This design comes from an exercise in tuning for small area on the open sky130 flow, not from production work. Where RTL was checked, it was by simulation tests only, not by an equivalence proof against the original. Power is estimated from default activity; no workload was simulated.

==> inputs of run G <==
==> flow/design.v <==
`timescale 1ns/1ps
module clock_divider (
    input  wire clk,
    input  wire reset,
    output wire tick
);
    reg  [7:0] c;
    wire       z  = ~|c[6:0];
    wire       fb = c[7] ^ c[5] ^ c[4] ^ c[3] ^ z;
    always @(posedge clk) begin
        if (reset) c <= 8'b1100_0101;
        else       c <= {c[6:0], fb};
    end
    assign tick = c[7] & z;
endmodule
`timescale 1ns/1ps
module debounced (
    input  wire clk,
    input  wire rst,
    input  wire raw,
    output reg  q
);
    localparam [6:0] INV = 7'b0101010;
    reg  [6:0] s;
    wire [6:0] c  = s ^ INV;
    wire       d  = (raw ^ q) & ~rst;
    wire       z  = ~|c[5:0];
    wire       fb = c[6] ^ c[5] ^ z;
    always @(posedge clk) s <= (d ? {c[5:0], fb} : 7'd0) ^ INV;
    always @(posedge clk or posedge rst) begin
        if (rst) q <= 1'b0;
        else if (d & c[6] & z) q <= raw;
    end
endmodule
`timescale 1ns/1ps
module simon_fsm_hard (
    input  wire        clk,
    input  wire        tick,
    input  wire        reset,
    input  wire        ev_v,       
    input  wire [1:0]  ev_b,       
    output wire        ev_hold,    
    output wire [3:0]  led,
    output wire        error_led,
    output wire [3:0]  digit       
);
    reg [2:0] st;
    reg [6:0] hc;
    reg [3:0] idx, rnd;
    wire s_init  = ~(st[2] | st[1] | st[0]);
    wire s_play  = ~st[1] & st[0];
    wire s_wait  = st[1] & ~st[0];
    wire s_check = st[1] & st[0];
    wire s_error = st[2];
    wire [3:0] pat;
    assign pat[0] = (~idx[0] & idx[1] & ~idx[3]) | (~idx[0] & idx[2] & ~idx[3]);
    assign pat[1] = (idx[0] & ~idx[1] & ~idx[2]) | (~idx[1] & ~idx[2] & idx[3]);
    assign pat[2] = (idx[0] & idx[2]) | (~idx[1] & idx[2] & idx[3]);
    assign pat[3] = (~idx[0] & ~idx[1] & ~idx[2] & ~idx[3]) | (idx[0] & idx[1]) | (idx[1] & ~idx[2] & idx[3]);
    wire valid = ev_v;
    wire ok    = pat[ev_b];
    assign ev_hold = s_wait & ev_v;
    wire [3:0] inc  = {idx[2:0], ~(idx[3] ^ idx[0])};     
    wire [3:0] rinc = {rnd[2:0], ~(rnd[3] ^ rnd[0])};    
    wire       last = (inc == rnd);
    wire       hce  = (hc == 7'd10);
    wire       r10  = (rnd[1] & rnd[2]);    
    always @(posedge clk or posedge reset) begin
        if (reset) begin
            st <= 3'b000;
            hc <= 7'd0;
        end else if (tick) begin
            if (s_init ? ~hce : (s_play & ~(hce & last)))
                hc <= (hc + 1'b1) | {1'b0, hce, 5'b0};
            if (s_init) begin
                if (hce) st <= 3'b001;
            end else if (s_play) begin
                if (hce & last) st <= 3'b010;
            end else if (s_wait) begin
                if (valid) st <= 3'b011;
            end else if (s_check) begin
                st <= ~ok ? 3'b100 : ~last ? 3'b010 : r10 ? 3'b000 : 3'b001;
            end else begin  
                if (valid) st <= 3'b001;
            end
        end
    end
    always @(posedge clk) begin
        if (tick) begin
            if (s_init | s_error) begin
                idx <= 4'd14;
                rnd <= 4'd8;
            end else if (s_play) begin
                if (hce) idx <= last ? 4'd12 : inc;
            end else if (s_check & ok) begin
                if (!last) idx <= inc;
                else begin idx <= 4'd14; rnd <= rinc; end
            end
        end
    end
    assign led       = s_play ? pat : 4'b0000;
    assign error_led = s_error;
    assign digit = {s_init & hc[3],
                    st[2] | (s_init & hc[2]),
                    st[1] | (s_init & hc[1]),
                    st[0] | (s_init & hc[0])};
endmodule
`timescale 1ns/1ps
module debug_display(
    input  wire [3:0] hex,
    output reg  [6:0] seg
);
  always @(*) begin
    case (hex)
      4'h0: seg = 7'b1000000;
      4'h1: seg = 7'b1111001;
      4'h2: seg = 7'b0100100;
      4'h3: seg = 7'b0110000;
      4'h4: seg = 7'b0011001;
      4'h5: seg = 7'b0010010;
      4'h6: seg = 7'b0000010;
      4'h7: seg = 7'b1111000;
      4'h8: seg = 7'b0000000;
      4'h9: seg = 7'b0010000;
      default: seg = 7'b0001000;  
    endcase
  end
endmodule
`timescale 1ns/1ps
module top(
    input  wire       clk,         
    input  wire       reset,       
    input  wire [3:0] btn,         
    output wire [3:0] led,         
    output wire       error_led,   
    output wire [6:0] seg,         
    output wire [3:0] an           
);
  wire tick;
  clock_divider btn_clk_gen (.clk(clk), .reset(reset), .tick(tick));
  wire [3:0] clean_btn;
  genvar k;
  generate
    for (k = 0; k < 4; k = k + 1) begin : DEB
      debounced db (.clk(clk), .rst(reset), .raw(btn[k]), .q(clean_btn[k]));
    end
  endgenerate
  reg  [3:0] btn_s1;
  reg        ev_v;
  reg  [1:0] ev_b;
  wire       ev_hold;
  wire [3:0] rise = clean_btn & ~btn_s1;
  always @(posedge clk) begin
    if (tick) begin
      btn_s1 <= clean_btn;
      if (!ev_hold) begin
        ev_v <= (rise == 4'b0001) | (rise == 4'b0010) |
                (rise == 4'b0100) | (rise == 4'b1000);
        ev_b <= {rise[3] | rise[2], rise[3] | rise[1]};
      end
    end
  end
  wire [3:0] digit;
  simon_fsm_hard fsm (
    .clk       (clk),
    .tick      (tick),
    .reset     (reset),
    .ev_v      (ev_v),
    .ev_b      (ev_b),
    .ev_hold   (ev_hold),
    .led       (led),
    .error_led (error_led),
    .digit     (digit)
  );
  debug_display dbg (.hex(digit), .seg(seg));
  assign an = 4'b1110;
endmodule
==> flow/flow/run.sh <==
#!/bin/bash
# Own layout flow: the standard synthesis, its combinational logic re-mapped
# for area (registers untouched, proven equal), then the standard layout
# with port buffers of the smallest buffer cell.
set -euo pipefail
W=$(pwd)
F=$W/flow
R=$W/orfs/results/$FLOW_PLATFORM/top/base
YOSYS=$(readlink -f "$FLOW_HOME/../tools/install/yosys/bin/yosys")
export REMAP_LIB=$FLOW_HOME/platforms/$FLOW_PLATFORM/lib/sky130_fd_sc_hd__tt_025C_1v80.lib
export REMAP_TOP=$FLOW_TOP
export REMAP_SCRIPT=$F/area.abc

bash standard.sh synth > $W/synth.log 2>&1
cp $R/1_2_yosys.v $W/std_1_2_yosys.v
export REMAP_IN=$W/std_1_2_yosys.v
export REMAP_OUT=$W/remap_1_2_yosys.v
if "$YOSYS" -c $F/remap.tcl > $W/remap.log 2>&1 && \
   "$YOSYS" -c $F/equiv.tcl > $W/equiv.log 2>&1; then
  cp $REMAP_OUT $R/1_2_yosys.v
  rm -f $R/1_synth.odb $R/1_synth.sdc
  echo "using re-mapped netlist" > $W/remap_status.txt
else
  echo "re-map failed; using the standard netlist" > $W/remap_status.txt
fi

export BUFFER_PORTS_ARGS="-buffer_cell sky130_fd_sc_hd__buf_1"
export CTS_ARGS="-sink_clustering_enable -repair_clock_nets -sink_clustering_size 30 -sink_clustering_max_diameter 100 -buf_list sky130_fd_sc_hd__clkbuf_4 -dont_use_dummy_load"
bash standard.sh finish > $W/finish.log 2>&1
==> flow/flow/area.abc <==
strash
&get -n
&st
&syn2
&dch -f
&nf -R 1000
&put
topo
dnsize
==> flow/flow/equiv.tcl <==
# Prove the re-mapped netlist equal to the standard one (registers paired by name).
set lib $::env(REMAP_LIB)
yosys read_liberty -ignore_miss_func $lib
yosys read_verilog $::env(REMAP_IN)
yosys rename $::env(REMAP_TOP) gold
yosys read_verilog $::env(REMAP_OUT)
yosys rename $::env(REMAP_TOP) gate
yosys flatten
yosys async2sync
yosys opt_clean
yosys equiv_make gold gate eq
yosys hierarchy -top eq
yosys equiv_simple -seq 2
yosys equiv_induct
yosys equiv_status -assert
==> flow/flow/remap.tcl <==
# Re-map the combinational logic of the standard synthesis netlist for area.
# Flip-flops (and tie cells) are kept as they are, with their names and cells.
set lib $::env(REMAP_LIB)
yosys read_liberty -ignore_miss_func $lib
yosys read_verilog -noautowire $::env(REMAP_IN)
yosys hierarchy -top $::env(REMAP_TOP)
yosys setattr -mod -set keep_hierarchy 1 sky130_fd_sc_hd__df* sky130_fd_sc_hd__edf* sky130_fd_sc_hd__sdf* sky130_fd_sc_hd__conb_1
yosys flatten
yosys opt_clean
yosys abc -liberty $lib -script $::env(REMAP_SCRIPT) -dont_use sky130_fd_sc_hd__probe* -dont_use sky130_fd_sc_hd__lpflow_*
yosys opt_clean -purge
yosys select $::env(REMAP_TOP)
yosys write_verilog -noattr -nohex -nodec -selected $::env(REMAP_OUT)
==> flow/standard.sh <==
#!/bin/bash
# synth_recipe.tcl (not shown) runs the flow's synth.tcl, then flattens the netlist and writes it again
# the make line also repeats each setting of config.mk as NAME=value (left out here)
make -C /OpenROAD-flow-scripts/flow DESIGN_CONFIG=/design/flow/config.mk WORK_HOME=/design/flow/orfs CLKGATE_MAP_FILE= SYNTH_SCRIPT=/design/flow/synth_recipe.tcl "${@:-finish}"
==> flow/config.mk <==
export PLATFORM = sky130hd
export DESIGN_NAME = top
export DESIGN_NICKNAME = top
export VERILOG_FILES = /design/flow/design.v
export SDC_FILE = /design/flow/constraint.sdc
export NUM_CORES = 4
export LEC_CHECK = 0
export CAP_MARGIN = 20
export CORE_MARGIN = 2
export CORE_UTILIZATION = 70
export CTS_BUF_LIST = sky130_fd_sc_hd__clkbuf_4
export CTS_CLUSTER_DIAMETER = 100
export CTS_CLUSTER_SIZE = 30
export SLEW_MARGIN = 20
==> flow/constraint.sdc <==
create_clock -name core_clock -period 10.0 [get_ports {clk}]
set_input_delay 2.0000 -clock core_clock [delete_from_list [all_inputs] [get_ports {clk}]]
set_output_delay 2.0000 -clock core_clock [all_outputs]
set_load 0.01 [all_outputs]
==> run X: changes against run G <==
--- a/flow/design.v
+++ b/flow/design.v
@@ -1,2 +1 @@
-`timescale 1ns/1ps
 module clock_divider (
@@ -6,12 +5,9 @@
 );
-    reg  [7:0] c;
-    wire       z  = ~|c[6:0];
-    wire       fb = c[7] ^ c[5] ^ c[4] ^ c[3] ^ z;
-    always @(posedge clk) begin
-        if (reset) c <= 8'b1100_0101;
-        else       c <= {c[6:0], fb};
+    reg [7:0] cnt;
+    always @(posedge clk or posedge reset) begin
+        if (reset) cnt <= 8'd0;
+        else       cnt <= cnt + 1'b1;
     end
-    assign tick = c[7] & z;
+    assign tick = ~cnt[7] & (&cnt[6:0]);
 endmodule
-`timescale 1ns/1ps
 module debounced (
@@ -34,3 +30,2 @@
 endmodule
-`timescale 1ns/1ps
 module simon_fsm_hard (
@@ -39,5 +34,3 @@
     input  wire        reset,
-    input  wire        ev_v,       
-    input  wire [1:0]  ev_b,       
-    output wire        ev_hold,    
+    input  wire [3:0]  rise,       
     output wire [3:0]  led,
@@ -52,4 +45,5 @@
     wire s_wait  = st[1] & ~st[0];
-    wire s_check = st[1] & st[0];
-    wire s_error = st[2];
+    wire s_ckok  = ~st[2] & st[1] & st[0];
+    wire s_ckbad = st[2] & st[1];
+    wire s_error = st[2] & ~st[1];
     wire [3:0] pat;
@@ -59,5 +53,5 @@
     assign pat[3] = (~idx[0] & ~idx[1] & ~idx[2] & ~idx[3]) | (idx[0] & idx[1]) | (idx[1] & ~idx[2] & idx[3]);
-    wire valid = ev_v;
-    wire ok    = pat[ev_b];
-    assign ev_hold = s_wait & ev_v;
+    wire valid = (rise == 4'b0001) | (rise == 4'b0010) |
+                 (rise == 4'b0100) | (rise == 4'b1000);
+    wire ok    = |(rise & pat);
     wire [3:0] inc  = {idx[2:0], ~(idx[3] ^ idx[0])};     
@@ -79,5 +73,7 @@
             end else if (s_wait) begin
-                if (valid) st <= 3'b011;
-            end else if (s_check) begin
-                st <= ~ok ? 3'b100 : ~last ? 3'b010 : r10 ? 3'b000 : 3'b001;
+                if (valid) st <= ok ? 3'b011 : 3'b111;
+            end else if (s_ckok) begin
+                st <= ~last ? 3'b010 : r10 ? 3'b000 : 3'b001;
+            end else if (s_ckbad) begin
+                st <= 3'b100;
             end else begin  
@@ -94,3 +90,3 @@
                 if (hce) idx <= last ? 4'd12 : inc;
-            end else if (s_check & ok) begin
+            end else if (s_ckok) begin
                 if (!last) idx <= inc;
@@ -103,3 +99,3 @@
     assign digit = {s_init & hc[3],
-                    st[2] | (s_init & hc[2]),
+                    (st[2] & ~st[1]) | (s_init & hc[2]),
                     st[1] | (s_init & hc[1]),
@@ -107,3 +103,2 @@
 endmodule
-`timescale 1ns/1ps
 module debug_display(
@@ -147,16 +142,5 @@
   endgenerate
-  reg  [3:0] btn_s1;
-  reg        ev_v;
-  reg  [1:0] ev_b;
-  wire       ev_hold;
-  wire [3:0] rise = clean_btn & ~btn_s1;
+  reg [3:0] btn_s1, btn_s2;
   always @(posedge clk) begin
-    if (tick) begin
-      btn_s1 <= clean_btn;
-      if (!ev_hold) begin
-        ev_v <= (rise == 4'b0001) | (rise == 4'b0010) |
-                (rise == 4'b0100) | (rise == 4'b1000);
-        ev_b <= {rise[3] | rise[2], rise[3] | rise[1]};
-      end
-    end
+    if (tick) begin btn_s1 <= clean_btn; btn_s2 <= btn_s1; end
   end
@@ -167,5 +151,3 @@
     .reset     (reset),
-    .ev_v      (ev_v),
-    .ev_b      (ev_b),
-    .ev_hold   (ev_hold),
+    .rise      (btn_s1 & ~btn_s2),
     .led       (led),
--- a/flow/flow/run.sh
+++ b/flow/flow/run.sh
@@ -27,3 +27,2 @@
 export BUFFER_PORTS_ARGS="-buffer_cell sky130_fd_sc_hd__buf_1"
-export CTS_ARGS="-sink_clustering_enable -repair_clock_nets -sink_clustering_size 30 -sink_clustering_max_diameter 100 -buf_list sky130_fd_sc_hd__clkbuf_4 -dont_use_dummy_load"
 bash standard.sh finish > $W/finish.log 2>&1
CTS_CLUSTER_DIAMETER = 300   (was 100)
CTS_CLUSTER_SIZE = 60   (was 30)
==> comparison <==
- Of run G and run X, run G has the higher global-route usage (gap 2.2 points).
- In run G the final cell count is higher than in run X, by 0.58%.
- Of run X and run G, run X has the higher critical path depth (gap 2).
- Sequential cell count: run X is higher than run G (1).
==> figures <==
Run status: run X finished clean; run G finished clean
Layout sequential cell count: run X 66; run G 65
Final routed wirelength across all metal layers: run X 4617 um; run G 4741 um
Combinational gate power: run X 0.0000129 W; run G 0.0000497 W
Worst-path clk slew: run X 110 ps; run G 100 ps
Number of combinational gates with multiple inputs: run X 190; run G 199
Detailed router's first-iteration violation count: run X 83; run G 132
Total Power: run X 0.0004322 W; run G 0.0004478 W
Final cell area excluding filler cells: run X 2959 sq um; run G 2850 sq um
Clock network area share: run X 3.721%; run G 2.371%
The RTL of run G was laid out without a check of its function.

==> afterwards: timing with drivers on the ports <==
No port has a modelled driver above. Below, the same layouts with a new extraction and two added sets of constraints. Step 1: set_driving_cell puts a clkbuf_16 on clk and a buf_2 on each other input, an assumption about the parent block. Step 2 moves the port delays by t, midway between the first and last clock arrival at a register: inputs arrive t later, outputs are due t later. That takes back most of the time a late clock gives input paths. Three values: ideal, step 1, step 2; two values: the first two.
run	t, ns	setup WS [ns]	hold slack, ns
run G	0.386	5.833 / 5.812 / 6.056	0.377 / 0.377 / 0.377
run X	0.406	5.465 / 5.439 / 5.845	0.378 / 0.378 / 0.378
After both steps setup and hold are still met in every run listed.
